Context: an optimization exercise on an open-source flow, tuned for small area. The choices shown serve that exercise and are no tape-out recipe. Only simulation tests tie the RTL to the original design; equivalence was not proved. The clock port is modelled as an ideal driver; clocking choices that lean on that would not hold on a real chip. No activity file was given, so power comes from the tool's default toggle rates.

## the previous run
==> flow/design.v (excerpt) <==
module ethernet_top
  (
    input        CLK,
    input        RST_N,
    output       M_CLK,
    input        M_DATA,
    output       M_LRSEL,
    output       ETH_MDC,
    output       ETH_RSTN,
    output       ETH_TXEN,
    output [1:0] ETH_TXD
   );
   assign M_LRSEL = 1'b0;
   assign ETH_MDC = 1'b0;
   reg [2:0] rst_q;
   always @(posedge CLK) rst_q <= {rst_q[1:0], ~RST_N};
   wire rst  = |rst_q;
   wire crst = |rst_q[2:1];       
   reg [3:0] p;
   reg [2:0] q;
   reg [3:0] g;
   reg [3:0] n;
   always @(posedge CLK) begin
      if (crst) begin
         p <= 4'd5; q <= 3'd4; g <= 4'd15; n <= 4'd15;
      end
      else begin
         p <= p + 4'd1;
         if (p == 4'd15) begin
            if (q == 3'd4) begin
               q <= 3'd0;
               g <= g + 4'd1;
               if (g == 4'd15) n <= n + 4'd1;
            end
            else q <= q + 3'd1;
         end
      end
   end
   reg eth_rst;
   wire u_is_8 = (q == 3'd0) && (p == 4'd8);    
   always @(posedge CLK) eth_rst <= rst | (eth_rst & ~u_is_8);
   assign ETH_RSTN = ~eth_rst;
   reg armed;
   always @(posedge CLK)
     if (eth_rst) armed <= 1'b0;
     else if (n == 4'd15) armed <= 1'b1;
   wire [6:0] v = {q, p};
   reg mclk_d;
   always @(*) begin
      case (q)
        3'd0: mclk_d = (p <= 4'd8);
        3'd1: mclk_d = (p >= 4'd3) && (p <= 4'd12);
        3'd2: mclk_d = (p >= 4'd7);
        3'd3: mclk_d = (p <= 4'd0) || (p >= 4'd11);
        default: mclk_d = (p <= 4'd4) || (p == 4'd15);
      endcase
   end
   reg eth_rst_d;
   always @(posedge CLK) eth_rst_d <= eth_rst;
   assign M_CLK = mclk_d & ~eth_rst_d;
   reg xs, xp;
   wire cap = (q != 3'd0) && (p == {q[1:0] - 2'd1, 2'b00});
   always @(posedge CLK) if (cap) xs <= M_DATA;
   always @(posedge CLK)
     if (eth_rst) xp <= 1'b0;
     else if (p == 4'd0) xp <= xs;
   wire upd  = (q != 3'd1);
   wire lsb  = (p == 4'd0);
   reg [31:0] ir0, ir1, ir2, ir3, ir4;
   reg [4:0]  ic;
   wire [1:0] io0 = ir0[31:30];
   wire [1:0] io1 = ir1[31:30];
   wire [1:0] io2 = ir2[31:30];
   wire [1:0] io3 = ir3[31:30];
   wire [1:0] io4 = ir4[31:30];
   wire [1:0] xa  = !upd ? 2'b00 : lsb ? {xs, 1'b1} : {xp, xp};
   wire [1:0] a1  = upd ? io0 : 2'b00;
   wire [1:0] a2  = upd ? io1 : 2'b00;
   wire [1:0] a3  = upd ? io2 : 2'b00;
  ...
export LEC_CHECK = 0
export CAP_MARGIN = 20
export CORE_MARGIN = 2
export CORE_UTILIZATION = 75
export CTS_BUF_LIST = sky130_fd_sc_hd__clkbuf_8
export CTS_CLUSTER_DIAMETER = 60
export CTS_CLUSTER_SIZE = 18
export SLEW_MARGIN = 20
export SYNTH_MEMORY_MAX_BITS = 8192
create_clock -name core_clock -period 10.0 [get_ports {CLK}]
standard.sh (not shown) runs the stock make flow with config.mk's settings and CLKGATE_MAP_FILE= SYNTH_SCRIPT=/design/flow/synth_recipe.tcl, a recipe that flattens the netlist after the stock synthesis.
==> flow/flow/run.sh <==
#!/bin/bash
# Standard ORFS layout (the standard.sh, standard synthesis unchanged) with these changes:
#  - port buffers are buf_1 cells;
#  - before clock tree synthesis, cells are downsized where slack allows (flow/pre_cts.tcl);
#  - clock tree synthesis without dummy loads, with clkbuf_8 sink clusters.
# The full make output goes to standard.log here; ORFS keeps each step's log under orfs/logs.
set -euo pipefail
export CTS_ARGS="-sink_clustering_enable -repair_clock_nets -dont_use_dummy_load -sink_clustering_size 18 -sink_clustering_max_diameter 60 -buf_list sky130_fd_sc_hd__clkbuf_8"
export BUFFER_PORTS_ARGS="-buffer_cell sky130_fd_sc_hd__buf_1"
export PRE_CTS_TCL="$PWD/flow/pre_cts.tcl"
bash standard.sh > standard.log 2>&1
==> flow/flow/pre_cts.tcl <==
# Before clock tree synthesis: with several ns of setup slack everywhere,
# downsize cells that the mapper sized for speed (power recovery).
estimate_parasitics -placement
repair_timing -recover_power 100 -verbose
Input changes introduced in the current run (baseline for comparison: the previous run):
--- a/flow/config.mk
+++ b/flow/config.mk
@@ -9,3 +9,3 @@
 export CORE_MARGIN = 2
-export CORE_UTILIZATION = 75
+export CORE_UTILIZATION = 78
 export CTS_BUF_LIST = sky130_fd_sc_hd__clkbuf_8
## What came out
Taking the previous run as the reference, in the current run final RePlAce weighted congestion +3.5%; count of placed standard cells including taps -5; total I/O pin count ~0 delta.
The current run got as far as clock tree synthesis, where a tool error ended the run.

========
Setup of job 5415:
Another version of the RTL of ethernet_top (not shown whole).
For scale: ~1200 cells after synthesis, roughly 0.019 mm^2 of cells after synthesis.
export LEC_CHECK = 0
export CAP_MARGIN = 20
export CORE_MARGIN = 2
export CORE_UTILIZATION = 75
export CTS_BUF_LIST = sky130_fd_sc_hd__clkbuf_8
export CTS_CLUSTER_DIAMETER = 60
export CTS_CLUSTER_SIZE = 18
export SLEW_MARGIN = 20
export SYNTH_MEMORY_MAX_BITS = 8192
create_clock -name core_clock -period 10.0 [get_ports {CLK}]
==> flow/flow/run.sh <==
#!/bin/bash
# Standard ORFS layout (the standard.sh, standard synthesis unchanged) with these changes:
#  - port buffers are buf_1 cells;
#  - before clock tree synthesis, logic cells go back to drive strength 1 and are downsized
#    where slack allows (flow/pre_cts.tcl);
#  - clock tree synthesis without dummy loads: clusters of up to 21 flip-flops within 55 um,
#    each driven by a clkbuf_8, with clkbuf_4 cells above them.
# The full make output goes to standard.log here; ORFS keeps each step's log under orfs/logs.
set -euo pipefail
export CTS_ARGS="-sink_clustering_enable -repair_clock_nets -dont_use_dummy_load -sink_clustering_size 21 -sink_clustering_max_diameter 55 -buf_list sky130_fd_sc_hd__clkbuf_8 -sink_clustering_buffer sky130_fd_sc_hd__clkbuf_8 -tree_buf sky130_fd_sc_hd__clkbuf_4 -root_buf sky130_fd_sc_hd__clkbuf_4"
export BUFFER_PORTS_ARGS="-buffer_cell sky130_fd_sc_hd__buf_1"
export PRE_CTS_TCL="$PWD/flow/pre_cts.tcl"
bash standard.sh > standard.log 2>&1
==> flow/flow/pre_cts.tcl <==
# Before clock tree synthesis, with several ns of setup slack everywhere:
# logic cells that the mapper sized above drive strength 1 go back to their
# _1 variant (flip-flops, buffers and inverters are left alone), design rules
# are repaired, and cells are downsized further where slack allows.
set n_swapped 0
foreach inst [get_cells *] {
  set m [get_property $inst ref_name]
  if {[regexp {^sky130_fd_sc_hd__(\w+)_(2|4|6|8|12|16)$} $m -> fn sz]} {
    if {[regexp {^(clkbuf|buf|bufinv|inv|clkinv|clkinvlp|dfxtp|dfrtp|dfstp|edfxtp|dlygate|clkdlybuf|dly|conb|sdf|dfx|dfr|dfs|dfb|edf|dl)} $fn]} { continue }
    set target "sky130_fd_sc_hd__${fn}_1"
    if {[llength [get_lib_cells -quiet */$target]] == 0} { continue }
    replace_cell $inst $target
    incr n_swapped
  }
}
puts "pre_cts: $n_swapped cells set to drive strength 1"
estimate_parasitics -placement
repair_design
repair_timing -recover_power 100 -verbose
The following lists how job 6346 was set up differently from job 5415:
==> flow/flow/run.sh <==
#!/bin/bash
# Standard ORFS layout (the standard.sh, standard synthesis unchanged) with these changes:
#  - port buffers are buf_1 cells;
#  - before clock tree synthesis, logic cells go back to drive strength 1 and are downsized
#    where slack allows (flow/pre_cts.tcl);
#  - clock tree synthesis without dummy loads: clusters of up to 20 flip-flops within 50 um,
#    each driven by a clkbuf_8, with clkbuf_4 cells above them.
# The full make output goes to standard.log here; ORFS keeps each step's log under orfs/logs.
set -euo pipefail
export CTS_ARGS="-sink_clustering_enable -repair_clock_nets -dont_use_dummy_load -sink_clustering_size 20 -sink_clustering_max_diameter 50 -buf_list sky130_fd_sc_hd__clkbuf_8 -sink_clustering_buffer sky130_fd_sc_hd__clkbuf_8 -tree_buf sky130_fd_sc_hd__clkbuf_4 -root_buf sky130_fd_sc_hd__clkbuf_4"
export BUFFER_PORTS_ARGS="-buffer_cell sky130_fd_sc_hd__buf_1"
export PRE_CTS_TCL="$PWD/flow/pre_cts.tcl"
bash standard.sh > standard.log 2>&1
## What came out
On cell area, job 5415 and job 6346 are neck and neck. Sort job 5415 and job 6346 by post-route minimum period asc -> top: job 5415. Of job 5415 and job 6346, job 6346 shows the higher number of clock-tree buffers in the layout, with job 5415 below it. Job 6346 vs. job 5415: share of the cycle needed by the critical path after routing saw an increase, wire length went down, worst slew slack as a fraction of its limit down 1.1 points.
Input changes introduced in job 5385 (baseline for comparison: job 6346):
diff --git a/flow/flow/run.sh b/flow/flow/run.sh
--- a/flow/flow/run.sh
+++ b/flow/flow/run.sh
@@ -9,3 +9,3 @@
 set -euo pipefail
-export CTS_ARGS="-sink_clustering_enable -repair_clock_nets -dont_use_dummy_load -sink_clustering_size 20 -sink_clustering_max_diameter 50 -buf_list sky130_fd_sc_hd__clkbuf_8 -sink_clustering_buffer sky130_fd_sc_hd__clkbuf_8 -tree_buf sky130_fd_sc_hd__clkbuf_4 -root_buf sky130_fd_sc_hd__clkbuf_4"
+export CTS_ARGS="-sink_clustering_enable -repair_clock_nets -dont_use_dummy_load -sink_clustering_size 23 -sink_clustering_max_diameter 45 -buf_list sky130_fd_sc_hd__clkbuf_8 -sink_clustering_buffer sky130_fd_sc_hd__clkbuf_8 -tree_buf sky130_fd_sc_hd__clkbuf_4 -root_buf sky130_fd_sc_hd__clkbuf_4"
 export BUFFER_PORTS_ARGS="-buffer_cell sky130_fd_sc_hd__buf_1"
## What came out
- Job 5385 finished all stages; the layout is clean.
- Compared with job 6346, in job 5385 worst setup slack grew by 0.054 ns, post-route fraction of the period consumed by the critical path shrank by 0.54 points.
- Per the comparison of job 5385 with job 6346, layout filler cell count lower; total power roughly the same; total number of nets in the final design roughly the same.
- Job 6346 -> job 5385: design area flat
- The count of clock-buffer cells in the layout number comes out higher for job 6346 vs job 5385.
The inputs of job 4295 differ from those of job 5385 as listed below.
==> flow/flow/run.sh <==
#!/bin/bash
# Standard ORFS layout (the standard.sh, standard synthesis unchanged) with these changes:
#  - port buffers are buf_1 cells;
#  - before clock tree synthesis, logic cells go back to drive strength 1 and are downsized
#    where slack allows (flow/pre_cts.tcl);
#  - clock tree synthesis without dummy loads: clusters of up to 21 flip-flops within 50 um,
#    each driven by a clkbuf_8, with clkbuf_4 cells above them.
# The full make output goes to standard.log here; ORFS keeps each step's log under orfs/logs.
set -euo pipefail
export CTS_ARGS="-sink_clustering_enable -repair_clock_nets -dont_use_dummy_load -sink_clustering_size 21 -sink_clustering_max_diameter 50 -buf_list sky130_fd_sc_hd__clkbuf_8 -sink_clustering_buffer sky130_fd_sc_hd__clkbuf_8 -tree_buf sky130_fd_sc_hd__clkbuf_4 -root_buf sky130_fd_sc_hd__clkbuf_4"
export BUFFER_PORTS_ARGS="-buffer_cell sky130_fd_sc_hd__buf_1"
export PRE_CTS_TCL="$PWD/flow/pre_cts.tcl"
bash standard.sh > standard.log 2>&1
Notes after the runs:
Global-route wire length before repair (lower): job 4295
Between job 4295 and job 5385, the number of vias per cell after detailed routing figures differ only marginally.
On sequential cell count, job 4295 and job 5385 are basically level.
Looking at job 4295 and job 5385, the via count is a wash.
Job 5385 → job 4295: final critical-path share of the clock period saw little to no change; clock group total power saw little to no change; clock power share saw little to no change.
On setup slack, the lower figure sits with job 4295, not job 5385.
Inputs modified between job 4295 and job 8459:
==> flow/flow/run.sh <==
#!/bin/bash
# Standard ORFS layout (the standard.sh, standard synthesis unchanged) with these changes:
#  - port buffers are buf_1 cells;
#  - before clock tree synthesis, logic cells go back to drive strength 1 and are downsized
#    where slack allows (flow/pre_cts.tcl);
#  - clock tree synthesis without dummy loads: clusters of up to 20 flip-flops within 50 um,
#    each driven by a clkbuf_8, with clkbuf_4 cells above them.
# The full make output goes to standard.log here; ORFS keeps each step's log under orfs/logs.
set -euo pipefail
export CTS_ARGS="-sink_clustering_enable -repair_clock_nets -dont_use_dummy_load -sink_clustering_size 21 -sink_clustering_max_diameter 55 -buf_list sky130_fd_sc_hd__clkbuf_8 -sink_clustering_buffer sky130_fd_sc_hd__clkbuf_8 -tree_buf sky130_fd_sc_hd__clkbuf_4 -root_buf sky130_fd_sc_hd__clkbuf_4"
export BUFFER_PORTS_ARGS="-buffer_cell sky130_fd_sc_hd__buf_1"
export PRE_CTS_TCL="$PWD/flow/pre_cts.tcl"
bash standard.sh > standard.log 2>&1
==> comparison <==
- Job 8459 vs job 4295: first-pass GRT wire length up by a few percent
- The highest clock frequency the design can meet in job 8459 was lower than what job 4295 gave.
- Diff job 4295..job 8459 | count of placed standard cells including taps | negligible
- On via count, job 4295 tracks job 8459 almost exactly.
- Job 8459 against job 4295: routed wire length rose 480 um, number of clock buffer instances in the layout fell by 4.1%, first-pass detailed-route iteration total moved down, layout overhead on the synthesized area barely changed, actual slew at the worst max-slew pin moved up.
- On post-layout instance area, job 8459 and job 4295 are neck and neck.
- Re area of the placeable core: no difference whatsoever between job 8459 and job 4295.
- met5 as the top layer used by detailed routing was reported by job 4295, and met4 by job 8459.

-- separate check: timing with driven ports --
In the flow no input, the clock included, has a driving cell. The finished layouts below were timed again as built, in two steps.
Step 1 (the two cells are an assumption about what drives the block):
set clk [get_ports {CLK}]
set_driving_cell -lib_cell sky130_fd_sc_hd__clkbuf_16 $clk
set_driving_cell -lib_cell sky130_fd_sc_hd__buf_2 [delete_from_list [all_inputs] $clk]
Step 2 moves the port delays by t, midway between the first and last clock arrival at a register: inputs arrive t later, outputs are due t later. That takes back most of the time a late clock gives input paths.
a / b / c = no drivers / after step 1 / after step 2; a / b = the first two.
run	t (ns)	setup WS [ns]	latest minus earliest clock arrival (ns)	pins driven straight from the clock port
the previous run	0.625	5.106 / 5.060 / 5.685	0.059 / 0.059	1
job 5415	0.754	4.723 / 4.681 / 5.434	0.083 / 0.083	1
job 6346	0.752	4.706 / 4.661 / 5.413	0.086 / 0.087	1
job 5385	0.748	4.760 / 4.715 / 5.463	0.092 / 0.092	1
job 4295	0.735	4.756 / 4.716 / 5.451	0.092 / 0.092	1
job 8459	0.754	4.723 / 4.681 / 5.434	0.083 / 0.083	1
After both steps setup and hold are still met in every run listed.
